Background: an optimization exercise with open tools, aiming at small area, a short achievable clock period and few clock cycles. Do not read the settings as production practice. In this exercise RTL edits were held to simulation tests only and were not proved equivalent to the original.

==> flow/design.v, too long to show whole: its modules and the start of the top module <==
// module det_fa: 3 lines
// module det_ha: 3 lines
// module matriz_determ5x5: 6308 lines
module matriz_determ5x5 (
	input wire [199:0] matriz_A,
	input clk,
	input start,
	output reg done,
	output reg [31:0] det
);
  // ...
==> flow/run.sh <==
#!/bin/bash
# synth_recipe.tcl (not shown) runs the flow's synth.tcl, then flattens the netlist and writes it again
# the make line also repeats each setting of config.mk as NAME=value (left out here)
make -C /OpenROAD-flow-scripts/flow DESIGN_CONFIG=/design/flow/config.mk WORK_HOME=/design/flow/orfs CLKGATE_MAP_FILE= SYNTH_SCRIPT=/design/flow/synth_recipe.tcl finish
==> flow/config.mk <==
export PLATFORM = sky130hd
export DESIGN_NAME = matriz_determ5x5
export DESIGN_NICKNAME = matriz_determ5x5
export VERILOG_FILES = /design/flow/design.v
export SDC_FILE = /design/flow/constraint.sdc
export NUM_CORES = 4
export LEC_CHECK = 0
export CAP_MARGIN = 20
export CORE_MARGIN = 2
export CORE_UTILIZATION = 20
export PLACE_DENSITY = 0.3
export SLEW_MARGIN = 20
export SYNTH_HIERARCHICAL = 1
==> flow/constraint.sdc <==
create_clock -name core_clock -period 30.0 [get_ports {clk}]
set_input_delay 6.0000 -clock core_clock [delete_from_list [all_inputs] [get_ports {clk}]]
set_output_delay 6.0000 -clock core_clock [all_outputs]
set_load 0.01 [all_outputs]
==> flow_summary.ini, run 1 <==
[timing]
skew_ps = 76.44
max_freq_ghz = 0.1274
setup_violations = 0
max_slew_margin_pct = 27.61
finalHoldViolations = 0

[final_layout]
buffers_excl_clock = 425
multi_input_area_share_pct = 74.67
fin_util_pct = 22.90

[grt]
grt_max_degree = 76
grt_pass1_wl_mm = 462.2
antenna_found_initial = 17
track_usage_pct = 16.22
grt-busiest-layer = met2

[clocking]
htreeDepth = 3
postCtsHoldBufs = 0
cts.sinks = 463
cts_tree = done
cts_buffers = 75
insertion_delay_ps = 800
post_cts_resized = 0

[yosys]
ys_types = 66
ys_warn_count = 7
synth_flop_cell = dfxtp_1
ys_seq_area_share_pct = 11.96

[detailed_routing]
drt_pre_antenna_iters = 6
m1WireLength_mm = 147.9

[die]
start_util_pct = 20.09
core_um2 = 385700
rows = 228
die_w_um = 626.4
io_pins = 235

[worst_setup_path]
startpoint = det[26]
path_cells = clkdlybuf4s50_1
cp_slowest_cell = clkdlybuf4s50_1
cp.arrival_ps = 1850
critPathCapture = det[26]
max_stage_delay_ps = 600
critPathLaunchType = register

[outcome]
status = finished clean

[placement]
dpl.cell_count = 12570

[min_path]
hold_depth = 2
Testbench counts, summed over its fixed seeds: cycles 3,456.
==> run 2: changes to the inputs <==
--- a/flow/config.mk
+++ b/flow/config.mk
@@ -7,7 +7,7 @@
 export LEC_CHECK = 0
 export CAP_MARGIN = 20
 export CORE_MARGIN = 2
-export CORE_UTILIZATION = 20
-export PLACE_DENSITY = 0.3
+export CORE_UTILIZATION = 45
+export PLACE_DENSITY = 0.6
 export SLEW_MARGIN = 20
 export SYNTH_HIERARCHICAL = 1
==> run 2 against run 1 <==
- die area is 55% lower
- sequential cell count stayed put
- via count is 2.5% higher
- clock skew is 42 ps lower
- maximum frequency is 0.91% higher
- cell count is 23% lower
- core utilization is 26 points higher
- worst setup slack better by 71 ps
- wire length is 24% lower
- non-clock buffer count is 49 lower
- critical endpoint is now det[31]
==> flow_summary.ini, run 2 <==
[min_path]
hold_depth = 1
hold_path_class = register to register
min_to = pb_two[0]
min-delay-start = m01b[0]

[grt]
grt_overflow = 0
met1_usage_pct = 37.97
track_usage_pct = 28.09
grtUsageMet3_pct = 5.178
grt-busiest-layer = met2
grt_max_degree = 85
grt_pass1_vias = 61410
grtUsageMet2_pct = 44.73
grt_pass1_wl_mm = 373.4
antenna_found_initial = 10

[die]
start_util_pct = 45.21
die_w_um = 418.9
die_area_um2 = 175500
rows = 152
core_um2 = 171400
die_h_um = 418.9
io_pins = 235

[timing]
setup_violations = 0
grt_setup_unrepaired = false
tightest_slew_ps = 1274
max_slew_margin_pct = 14.98
hold_ws_ps = 413.0
finalCriticalPeriod_ps = 7778
finalHoldViolations = 0
setup_tns_ps = 0
max_freq_ghz = 0.1286
drv_slew = 0
period_share_pct = 25.93
skew_ps = 34.92

[job]
max_cap_violations = 0

[yosys]
ys_warn_count = 7
ys_types = 66
syn-instance-count = 7475
ys_seq_area_share_pct = 11.96
synth_top_area_share_pct = 48.40
synth_flop_cell = dfxtp_1
synth_area_um2 = 77470
synth_edf_count = 0
synth_top_cell_by_area = fa_1
synth_area_leaders = fa_1 48%, dfxtp_1 12%, and2_1 8.4%
ys_seq_elements = 463
synth_most_common_cell = fa_1
syn_avg_cell_area_um2 = 10.36
synth_commonest_cells = 1873 x fa_1, 1476 x nand2_1, 1037 x and2_1
async_reset_ff_share_pct = 0

[placement]
dpl.cell_count = 9655
post-dp-hpwl_mm = 178.7
place.gp.congestion = 0.9357
io_buffers = 234

[final_layout]
regMostFlops = R
top_regs = R: 200 flops, det: 32 flops
drive_gt1_share_pct = 3.706
largest_reg_flops = 200
nets = 9802
area_growth_pct = 8.107
final_cells = 9761
layout_commonest_cell = fa_1
mostFrequentLayoutCells = 1873 x fa_1, 1476 x nand2_1, 1037 x and2_1

[worst_setup_path]
endpoint_kind = output pin
cp.arrival_ps = 1780
max_stage_delay_ps = 680
r2r-start = pb_one[5]
cp_slowest_cell = clkdlybuf4s50_1
critPathLaunchType = register
cp_top_family = buffers and inverters
required_ps = 24000
timing_worst_setup_path_type = register to output pin
crit_fanout = 2
reg2reg_to = det[28]
r2r_setup_slack_ps = 22710
r2r_cells = 18
path_buf_inv = 1
path_cells = clkdlybuf4s50_1

[clocking]
clk_path_buf_depth = 3
postCtsHoldBufs = 0
cts_buffers = 58
postCtsSetupBuffers = 0
cts_tree = done
post_cts_resized = 0
htreeDepth = 2
insertion_delay_ps = 710
cts.sinks = 463
path_clk_slew_ps = 60
root_buffer = clkbuf_16

[detailed_routing]
drcViolationCount = 0
post_drt_wl_per_cell_um = 24.74
drt_iter0_markers = 4703
ant_nets = 0
drt_pre_antenna_iters = 6
wl_mm = 241.5
vias_per_cell = 5.677
vias = 55410

[outcome]
status = finished clean
run 2: cell counts after synthesis:
Identical to the previous run, type by type.
run 2: cell families (layout without fill, tap and decap cells):
kind of cell | Yosys count | after routing | synth area share [%]
XOR/XNOR | 606 | 606 | 6.851
flip-flops | 463 | 463 | 11.96
multiplexers | 5 | 5 | 0.06460
buffers and inverters | 649 | 541 | 3.300
AO/OA/AOI/OAI | 780 | 780 | 7.008
other | 1 | 85 | 0.004840
AND/OR/NAND/NOR | 2776 | 2776 | 17.21
adder cells (fa/ha/maj) | 2195 | 2195 | 53.60
run 2: cell type report:
type	instances	area, um2
Multi-Input combinational cell	6443	65950
Sequential cell	463	9285
Fill cell	15780	87600
Timing Repair Buffer	376	3408
Clock buffer	70	1567
Clock inverter	32	401.6
Antenna cell	4	10.01
Tap cell	2310	2890
Inverter	63	236.5
run 2: per-module statistics from Yosys, one instance, submodules excluded:
module	cells	area, um2
det_ha	1	12.51
det_fa	1	20.02
matriz_determ5x5	5481	38540
run 2: worst max-delay path by stage:
stage	start	end	slack [ps]	cells after the start
finish	det[31]	det[31]	22220	1
global placement	start	det[23]	22270	4
CTS	det[31]	det[31]	22090	1
detailed placement	start	det[23]	22280	4
global route	det[31]	det[31]	22150	1
floorplan	start	det[28]	23160	4
run 2: per-layer routing:
layer  routed length (um)  vias up
met4                11080        4
li1                     -    23390
met3                21410      640
met2               110300     2865
met5                   33        -
met1                98700    28510
run 2: through the flow:
stage | util, % | worst slack [ps] | instance area (um2)
finish | 48.88 | 22220 | 83750
global placement | 47.72 | 22270 | 81770
floorplan | - | 23160 | 77770
detailed placement | 47.72 | 22280 | 81770
CTS | 48.87 | 22090 | 83740
global route | 48.87 | 22150 | 83750
==> run 3: changes to the inputs <==
--- a/flow/config.mk
+++ b/flow/config.mk
@@ -5,6 +5,7 @@
 export SDC_FILE = /design/flow/constraint.sdc
 export NUM_CORES = 4
 export LEC_CHECK = 0
+export ABC_AREA = 1
 export CAP_MARGIN = 20
 export CORE_MARGIN = 2
 export CORE_UTILIZATION = 45
==> run 3 against run 2 <==
- sequential cell count is the same
- worst hold slack gained 1.4 ps
- die area grew 4.9%
- clock-buffer cell count grew 4
- largest cell class unchanged
- via count grew 12%
- area after synthesis grew 5.0%
- cell area grew 3.9%
- highest routed layer unchanged
- synthesized cell count grew 21%
- clock skew grew 29 ps
- sequential share of layout area shrank 0.42 points
- register-to-register slack gained 630 ps
==> flow_summary.ini, run 3 <==
[clocking]
htreeDepth = 2
path_clk_slew_ps = 60
cts_tree = done
postCtsSetupBuffers = 0
cts_buffers = 59
insertion_delay_ps = 750
clk_path_buf_depth = 3
cts.sinks = 463
postCtsHoldBufs = 0
post_cts_resized = 0
root_buffer = clkbuf_16

[detailed_routing]
ant_nets = 0
vias = 61920
wl_mm = 264.7
post_drt_wl_per_cell_um = 23.44
drcViolationCount = 0
drt_pre_antenna_iters = 9
drt_iter0_markers = 5539
vias_per_cell = 5.483

[grt]
grt_pass1_wl_mm = 407.7
grt_max_degree = 83
grt_overflow = 0
track_usage_pct = 29.07
grt_pass1_vias = 67210
antenna_found_initial = 6

[worst_setup_path]
critPathLaunchType = register
cp_top_family = buffers and inverters
crit_fanout = 2
endpoint_kind = output pin
timing_worst_setup_path_type = register to output pin
startpoint = det[31]
path_buf_inv = 1
cp_slowest_cell = clkdlybuf4s50_1
required_ps = 24000
max_stage_delay_ps = 560
cp.arrival_ps = 1650
path_cells = clkdlybuf4s50_1
r2r-start = pa_one[1]

[die]
die_w_um = 429.1
core_um2 = 180200
start_util_pct = 45.15
die_h_um = 429.1
rows = 156
io_pins = 235
die_area_um2 = 184200

[outcome]
status = finished clean

[placement]
post-dp-hpwl_mm = 202.0
place_area_um2 = 85040
dpl.cell_count = 11180
place.gp.congestion = 0.9539
io_buffers = 234

[timing]
grt_setup_unrepaired = false
setup_tns_ps = 0
skew_ps = 63.82
drv_slew = 0
setup_violations = 0
tightest_slew_ps = 1287
max_slew_margin_pct = 13.29
max_freq_ghz = 0.1308
period_share_pct = 25.49
finalCriticalPeriod_ps = 7648
finalHoldViolations = 0

[final_layout]
regMostFlops = R
layout_commonest_cell = nand2_1
drive_gt1_share_pct = 5.347
mostFrequentLayoutCells = 2411 x nand2_1, 1873 x fa_1, 1366 x inv_1
fin_area_um2 = 87060
top_regs = R: 200 flops, det: 32 flops
largest_reg_flops = 200
final_cells = 11290
fin_util_pct = 48.32
area_growth_pct = 7.032
fillers = 17040
nets = 11270

[min_path]
hold_path_class = register to register
min-delay-start = m01a[0]

[job]
max_cap_violations = 0

[yosys]
synth_flop_cell = dfxtp_1
ys_seq_area_share_pct = 11.40
async_reset_ff_share_pct = 0
ys_types = 50
synth_area_leaders = fa_1 46%, dfxtp_1 11%, nand2_1 11%
synth_top_area_share_pct = 46.10
synth_top_cell_by_area = fa_1
ys_seq_elements = 463
synth_most_common_cell = nand2_1
syn-instance-count = 9026
synth_area_um2 = 81340
syn_avg_cell_area_um2 = 9.011
ys_warn_count = 7
synth_edf_count = 0
synth_commonest_cells = 2412 x nand2_1, 1873 x fa_1, 1366 x inv_1
-- run 3: cell types whose count changed in the layout (fill, tap and decap cells not counted), moves of 37 or more --
cell	before	now
xnor2_1	530	39
mux2_2	0	200
buf_4	142	105
inv_1	63	1366
a21o_1	64	26
nand3_1	39	148
xor2_1	76	504
o22ai_1	3	367
and2_1	1037	5
nor2_1	117	187
nand2_1	1476	2411
a22oi_1	366	2
a21oi_1	129	193
-- run 3: final cells by class --
type | count | area, um2 | share of cell area, %
Multi-Input combinational cell | 6607 | 64400 | 73.98
Sequential cell | 463 | 9284 | 10.66
Inverter | 1400 | 5255 | 6.036
Timing Repair Buffer | 339 | 3131 | 3.596
Tap cell | 2370 | 2965 | 3.406
Clock buffer | 74 | 1613 | 1.853
Clock inverter | 38 | 401.6 | 0.4614
Antenna cell | 1 | 2.502 | 0.002874
-- run 3: final timing paths --
kind | to | slack [ps] | depth (start not counted)
hold / removal | pa_two[0] | 410 | 1
hold reg to reg | pa_two[0] | 410 | 1
setup / recovery | det[31] | 22350 | 1
setup reg to reg | det[28] | 23340 | 20
-- run 3: metal layers --
| metal | vias to the layer above | GRT usage, % | wire (um) |
|---|---|---|---|
| li1 | 26730 | - | - |
| met3 | 628 | 5.789 | 24220 |
| met4 | 4 | 11.80 | 11980 |
| met2 | 3177 | 47.53 | 124200 |
| met1 | 31380 | 37.82 | 104300 |
| met5 | - | 0.1561 | 44 |
-- run 3: stage by stage --
stage	hold WS (ps)	worst slack (ps)
global route	445.2	22270
detailed placement	409.1	22620
floorplan	391.5	23500
finish	414.4	22350
CTS	419.7	22270
global placement	409.4	22650
-- run 3: Yosys stat by module (local to each module, per instance) --
module,cells,copies in the design,flops+latches,cell area (um2)
det_fa,1,1863,0,20.02
matriz_determ5x5,7032,1,463,42400
det_ha,1,131,0,12.51
-- run 3: kinds of logic after synthesis --
family                     after synthesis  share of synthesized area, %
buffers and inverters                 2036                         9.800
AOI/OAI and AO/OA                      729                         5.378
muxes                                  200                         2.769
adders and majority gates             2195                         51.05
DFF                                    463                         11.40
xor gates and xnor gates               543                         5.847
other                                    1                      0.004610
and+or+nand+nor                       2859                         13.75
==> run 4: changes to the inputs <==
==> flow/flow/run.sh (new file) <==
#!/bin/bash
# The standard layout (the standard.sh: ORFS from synthesis to the final
# layout), with one change: the buffers that buffer_ports puts on every input
# and output port are sky130_fd_sc_hd__buf_2 cells instead of the delay-buffer
# cells it picks by default.
set -e
cp standard.sh standard_copy.sh.txt
export BUFFER_PORTS_ARGS="-buffer_cell sky130_fd_sc_hd__buf_2"
bash standard.sh > standard.log 2>&1
==> flow/standard.sh (new file) <==
#!/bin/bash
# synth_recipe.tcl (not shown) runs the flow's synth.tcl, then flattens the netlist and writes it again
# the make line also repeats each setting of config.mk as NAME=value (left out here)
make -C /OpenROAD-flow-scripts/flow DESIGN_CONFIG=/design/flow/config.mk WORK_HOME=/design/flow/orfs CLKGATE_MAP_FILE= SYNTH_SCRIPT=/design/flow/synth_recipe.tcl "${@:-finish}"
--- a/flow/config.mk
+++ b/flow/config.mk
@@ -5,7 +5,6 @@
 export SDC_FILE = /design/flow/constraint.sdc
 export NUM_CORES = 4
 export LEC_CHECK = 0
-export ABC_AREA = 1
 export CAP_MARGIN = 20
 export CORE_MARGIN = 2
 export CORE_UTILIZATION = 45
removed: flow/run.sh
==> run 4 against run 3 <==
- worst hold slack got worse by 1.5 ps
- core utilization decreased by 0.27 points
- cell area decreased by 5.4%
==> flow_summary.ini, run 4 <==
[placement]
post-dp-hpwl_mm = 180.4
io_buffers = 234
post-place-ws_ps = 22750
place.gp.congestion = 0.9325
dpl.cell_count = 9624

[grt]
grt-busiest-layer = met2
met1_usage_pct = 37.98
grt_pass1_wl_mm = 368.8
grt_pass1_vias = 60850
grtUsageMet2_pct = 44.30
track_usage_pct = 27.73
grt_overflow = 0
grt_max_degree = 85
grtUsageMet3_pct = 4.717
antenna_found_initial = 11

[clocking]
root_buffer = clkbuf_16
path_clk_slew_ps = 70
post_cts_resized = 0
insertion_delay_ps = 760
cts_tree = done
htreeDepth = 2
clk_path_buf_depth = 3
postCtsSetupBuffers = 0
postCtsHoldBufs = 0
cts.sinks = 463
cts_buffers = 58

[timing]
setup_tns_ps = 0
setup_violations = 0
max_freq_ghz = 0.1364
finalCriticalPeriod_ps = 7333
period_share_pct = 24.44
max_slew_margin_pct = 13.75
drv_slew = 0
finalHoldViolations = 0
grt_setup_unrepaired = false
skew_ps = 102.8
setup_ws_ps = 22670
tightest_slew_ps = 1292

[final_layout]
final_cells = 9735
multi_input_area_um2 = 65950
drive_gt1_share_pct = 6.536
area_growth_pct = 6.273
nets = 9771
mostFrequentLayoutCells = 1873 x fa_1, 1476 x nand2_1, 1037 x and2_1
seq_area_um2 = 9283
fin_util_pct = 48.05
largest_reg_flops = 200
fillers = 15840
top_regs = R: 200 flops, det: 32 flops
layout_commonest_cell = fa_1
regMostFlops = R

[yosys]
synth_edf_count = 0
ys_warn_count = 7
synth_flop_cell = dfxtp_1
synth_top_cell_by_area = fa_1
synth_commonest_cells = 1873 x fa_1, 1476 x nand2_1, 1037 x and2_1
synth_area_um2 = 77470
syn_avg_cell_area_um2 = 10.36
synth_most_common_cell = fa_1
synth_top_area_share_pct = 48.40
ys_seq_elements = 463
syn-instance-count = 7475
ys_seq_area_share_pct = 11.96
synth_area_leaders = fa_1 48%, dfxtp_1 12%, and2_1 8.4%
async_reset_ff_share_pct = 0
ys_types = 66

[detailed_routing]
ant_nets = 0
drt_pre_antenna_iters = 6
vias_per_cell = 5.670
wl_mm = 238.6
post_drt_wl_per_cell_um = 24.50
drcViolationCount = 0
drt_iter0_markers = 5201
vias = 55200

[worst_setup_path]
timing_worst_setup_path_type = register to output pin
r2r_cells = 18
path_buf_inv = 1
cp_slowest_cell = dfxtp_1
cp_top_family = flip-flops
r2r-start = pa_two[3]
r2r_setup_slack_ps = 22720
reg2reg_to = det[28]
required_ps = 24000
path_cells = buf_2
max_stage_delay_ps = 450
endpoint_kind = output pin
cp.arrival_ps = 1330
crit_fanout = 2
critPathLaunchType = register

[die]
io_pins = 235
rows = 152
die_h_um = 418.9
core_um2 = 171400
die_area_um2 = 175500
die_w_um = 418.9
start_util_pct = 45.21

[job]
max_cap_violations = 0

[min_path]
hold_depth = 2
min_to = R[18]
min-delay-start = R[26]
hold_path_class = register to register

[outcome]
status = finished clean
[run 4: cell count changes after synthesis, sizes merged, moves of 81 or more]
cell   before   now
nand3     152    39
a22oi       2   366
nor2      198   117
inv      1376    63
mux2      200     0
nand2    2428  1476
o22ai     367     3
and2        5  1037
xnor2      39   530
xor2      504    76
[run 4: layout make-up]
type | instances | share of cell area, %
timing repair buffer | 345 | 2.435
multi-input combinational | 6443 | 80.11
tap | 2310 | 3.511
inverter | 63 | 0.2872
sequential | 463 | 11.27
clock inverter | 38 | 0.4498
clock buffer | 69 | 1.922
antenna | 4 | 0.01216
[run 4: cell families after synthesis]
group                    Yosys count  synth area share (%)
AND/OR/NAND/NOR                 2776                 17.21
adder cells (fa/ha/maj)         2195                 53.60
AO/OA/AOI/OAI                    780                 7.008
buffers and inverters            649                 3.300
XOR/XNOR                         606                 6.851
flip-flops                       463                 11.96
multiplexers                       5               0.06460
other                              1              0.004840
[run 4: worst reg2reg max path: stages, from the launching register on]
cell and delay [ps]:
dfxtp_1 1180, a22oi_1 200, xnor2_1 280, fa_1 480, fa_1 510, fa_1 430
fa_1 400, fa_1 530, fa_1 410, ha_1 420, and4_1 270, o2111a_1 200
a21boi_0 100, a21o_1 250, o21ai_0 600, a31oi_1 230, o21ai_0 270, nor4b_1 80
a211o_1 280
[run 4: how the worst max path moves through the flow]
| stage | slack [ps] | cells after the start | start | end |
|---|---|---|---|---|
| 3_5_place_dp | 22750 | 18 | pa_two[2] | det[28] |
| 3_3_place_gp | 22770 | 4 | start | det[29] |
| 5_1_grt | 22520 | 18 | pa_two[0] | det[28] |
| 4_1_cts | 22610 | 1 | det[14] | det[14] |
| 6_report | 22670 | 1 | det[9] | det[9] |
| 2_1_floorplan | 23160 | 4 | start | det[28] |
[run 4: layer usage]
metal | vias up | share of wire, % | wire, um
li1 | 23340 | - | -
met1 | 28660 | 41 | 98530
met2 | 2658 | 46 | 110900
met3 | 544 | 8.3 | 19770
met4 | 0 | 3.9 | 9389
met5 | - | 0 | 0
[run 4: metrics by stage]
step | cell area (um2) | hold WS (ps)
finish | 82330 | 412.9
global route | 82330 | 429.1
CTS | 82320 | 415.3
detailed placement | 80370 | 403.4
global placement | 80370 | 397.0
floorplan | 77770 | 384.0
[run 4: Yosys stat by module (local to each module, per instance)]
module            flip-flops and latches  copies in the design  cells inside
matriz_determ5x5                     463                     1          5481
det_ha                                 0                   131             1
det_fa                                 0                  1863             1

==> re-timing with driven ports <==
The results above use ideal ports. As a check the final layouts listed here were re-extracted and re-timed, cells and wires unchanged. Step 1, drivers: a clkbuf_16 drives clk and a buf_2 each remaining input, both assumed. Step 2 moves the port delays by t, midway between the first and last clock arrival at a register: inputs arrive t later, outputs are due t later. That takes back most of the time a late clock gives input paths. Three values: no drivers, after step 1, after step 2; two values: the first two.
run	t, ns	slack for setup (ns)	slew at the worst register clock pin (ns)
run 1	0.867	22.151 / 22.044 / 22.175	0.06 / 0.06
run 2	0.771	22.222 / 22.139 / 22.287	0.08 / 0.08
run 3	0.795	22.352 / 22.271 / 22.579	0.09 / 0.09
run 4	0.796	22.667 / 22.582 / 22.719	0.07 / 0.07
After both steps every run listed still meets setup and hold.
